From an optimization exercise on the open Yosys and OpenROAD flow, aimed at small area, a short achievable clock period and few clock cycles; shortcuts taken in it are not production practice. RTL that was checked went through simulation tests only; none was proved equivalent to the original.

birch:
Design mv_mul, start of the top module:
module mv_mul #(
    parameter SHAPE_M       = 2,
    parameter SHAPE_N       = 8,
    parameter ELEMENT_WIDTH = 9,
    parameter CTRL_C_WIDTH  = 16,
    parameter DEPTH_WARP    = 4
) (
    input  wire                              clk,
    input  wire                              rst_n,
    input  wire [SHAPE_M*SHAPE_N*ELEMENT_WIDTH-1:0]  a_i,
    input  wire [SHAPE_N*ELEMENT_WIDTH-1:0]  b_i,
    input  wire [2:0]                        rm_i,
    input  wire [7:0]                        ctrl_reg_idxw_i,
    input  wire [DEPTH_WARP-1:0]             ctrl_warpid_i,
    input  wire                              in_valid_i,
    output reg                               in_ready_o,
    output reg                               out_valid_o,
    input  wire                              out_ready_i,
    output reg  [SHAPE_M*ELEMENT_WIDTH-1:0]  result_o,
    output reg  [4:0]                        fflags_o
);
    reg [9:0]  ph;           
    reg        ph0;
    reg        top;          
    wire       acc = in_valid_i & in_ready_o;
    always @(posedge clk or negedge rst_n) begin
        if (!rst_n) begin
            ph0        <= 1'b1;
            ph         <= 10'd0;
            in_ready_o <= 1'b0;
            top        <= 1'b0;
        end else begin
            ph0        <= !in_valid_i | ph[9];
  ...
clock: 10.0 ns
lec_check: 0
abc_area: 1
cap_margin: 20
core_margin: 2
core_utilization: 40
setup_slack_margin: 3
slew_margin: 20
standard.sh (not shown) runs the stock make flow with config.mk's settings and CLKGATE_MAP_FILE= SYNTH_SCRIPT=/design/flow/synth_recipe.tcl, a recipe that flattens the netlist after the stock synthesis.
==> flow/flow/run.sh <==
#!/bin/bash
# The standard layout (the standard.sh: floorplan, power grid, placement,
# CTS, routing) with two changes:
# - synthesis is the standard one (synth_recipe.tcl, same registers and names)
#   except for the combinational mapping: no full-adder extraction, no
#   Kogge-Stone adder map, and ABC script flow/map.abc (logic rewriting, then mapping with &nf and gate sizing)
#   (flow/my_synth.tcl);
# - the buffers that placement puts on every input and output port are the
#   plain sky130 buf_1 instead of the default clkdlybuf4s50 delay cell.
set -euo pipefail
W=$PWD
FLOW_SYNTH_TCL=$W/synth_recipe.tcl bash standard.sh \
  SYNTH_SCRIPT=$W/flow/my_synth.tcl ADDER_MAP_FILE= SYNTH_OPERATIONS_ARGS=-nofsm \
  'BUFFER_PORTS_ARGS=-buffer_cell sky130_fd_sc_hd__buf_1' finish > standard_flow.log 2>&1
==> flow/flow/map.abc <==
strash
dc2
balance
rewrite
refactor
balance
rewrite
rewrite -z
balance
refactor -z
rewrite -z
balance
dc2
balance
rewrite
refactor
balance
rewrite
rewrite -z
balance
refactor -z
rewrite -z
balance
&get -n
&dch -f
&nf -R 1000 {D}
&put
buffer
upsize {D}
dnsize {D}
==> flow/flow/my_synth.tcl <==
# Synthesis script for flow/run.sh: synth_recipe.tcl (the standard synthesis,
# named by FLOW_SYNTH_TCL) with the technology mapping done by flow/map.abc
# instead of ORFS's abc_area/abc_speed script. Registers are untouched: ABC
# only maps the combinational logic.
set map_script [file join [file dirname [file normalize [info script]]] map.abc]
proc abc {args} {
  set i [lsearch -exact $args -script]
  if {$i >= 0} { set args [lreplace $args $i [expr {$i + 1}]] }
  yosys abc -script $::map_script {*}$args
}
source $::env(FLOW_SYNTH_TCL)
birch reached the final stage; the timing, design-rule and antenna checks on its layout passed.
Testbench counts of birch, summed over its fixed seeds: cycles 22,536.
## Diff of input files: cedar against birch
Settings: changing SETUP_SLACK_MARGIN from 3 to 2.
==> flow/run.sh (new file) <==
#!/bin/bash
# synth_recipe.tcl (not shown) runs the flow's synth.tcl, then flattens the netlist and writes it again
# the make line also repeats each setting of config.mk as NAME=value (left out here)
make -C /OpenROAD-flow-scripts/flow DESIGN_CONFIG=/design/flow/config.mk WORK_HOME=/design/flow/orfs CLKGATE_MAP_FILE= SYNTH_SCRIPT=/design/flow/synth_recipe.tcl finish
removed: flow/flow/run.sh
removed: flow/flow/map.abc
removed: flow/flow/my_synth.tcl
removed: flow/standard.sh
[summary]
cedar went all the way through the flow, and no timing, DRC or antenna check failed.
Across both runs, via count was higher for cedar than for birch.
In the tables for cedar and birch, multi-input combinational gate total reads lower with birch.
Looking at design area, cedar sits about 18% above birch.
The number of buffers created by CTS on cedar is in line with that on birch.
From birch to cedar the numbers moved as follows: filler cell count +about 16%, area of the mapped netlist +about 12%, number of detailed-routing iterations run before antenna repair -1, global-route usage over all layers ~0 delta.

---

run E:
Another version of the RTL of mv_mul (not shown whole).
==> flow/config.mk <==
export PLATFORM = sky130hd
export DESIGN_NAME = mv_mul
export DESIGN_NICKNAME = mv_mul
export VERILOG_FILES = /design/flow/design.v
export SDC_FILE = /design/flow/constraint.sdc
export NUM_CORES = 4
export LEC_CHECK = 0
export ABC_AREA = 1
export CAP_MARGIN = 20
export CORE_MARGIN = 2
export CORE_UTILIZATION = 40
export SETUP_SLACK_MARGIN = 5
export SLEW_MARGIN = 20
==> flow/constraint.sdc <==
create_clock -name core_clock -period 10.0 [get_ports {clk}]
set_input_delay 2.0000 -clock core_clock [delete_from_list [all_inputs] [get_ports {clk}]]
set_output_delay 2.0000 -clock core_clock [all_outputs]
set_load 0.01 [all_outputs]
run.sh (not shown) runs the stock make flow with config.mk's settings and CLKGATE_MAP_FILE= SYNTH_SCRIPT=/design/flow/synth_recipe.tcl, a recipe that flattens the netlist after the stock synthesis.
Stock flow here: none of the scripts above is used.
diff inputs: run E => run D
- swapping 5 for 2.5 in SETUP_SLACK_MARGIN
- Timing, DRC, antenna: 0 failures across run E and run D
- Routed wire length on met3, run E and run D: smaller value in run D
- Sequential share of layout area (run D over run E): increase, 2.5 points
- Going from run E to run D, final-layout clock buffer total was more or less identical; cell area after layout went down by 19%.
- Comparing first-iteration DRC count for run E and run D, the bigger number came from run D.
- Comparing total wirelength of the detailed-routed design for run E and run D, the smaller number came from run D.
- Wire length on met1: run D < run E
- The lower synthesis-to-finish area growth came out of run D.
Function was not checked in any run of this note: the RTL went through the layout flow alone.

[static timing again, ports no longer ideal]
In the flow no input, the clock included, has a driving cell. The finished layouts below were timed again as built, in two steps. Step 1 sets driving cells, clkbuf_16 on the clock port and buf_2 on the other inputs (assumed; they add their load-dependent delay and slew). Step 2, shift: input delay + t, output delay - t, t = (earliest + latest rising clock arrival at the registers) / 2. This alone moves slack from input paths to output paths. Three values: ideal ports, drivers, drivers and shift; two values: the first two.
| run | t, ns | setup WS [ns] | clock arrival spread, ns | pins driven straight from the clock port |
|---|---|---|---|---|
| birch | 0.371 | 3.213 / 3.213 / 3.202 | 0.010 / 0.010 | 1 |
| cedar | 0.363 | 2.668 / 2.668 / 2.668 | 0.007 / 0.008 | 1 |
| run E | 0.372 | 3.597 / 3.597 / 3.597 | 0.007 / 0.007 | 1 |
| run D | 0.376 | 2.926 / 2.947 / 2.572 | 0.013 / 0.013 | 1 |
After both steps setup and hold are still met in every run listed. The setup slack of run D, which loses most, moves by +0.021 ns with the drivers and by -0.354 ns with both steps.
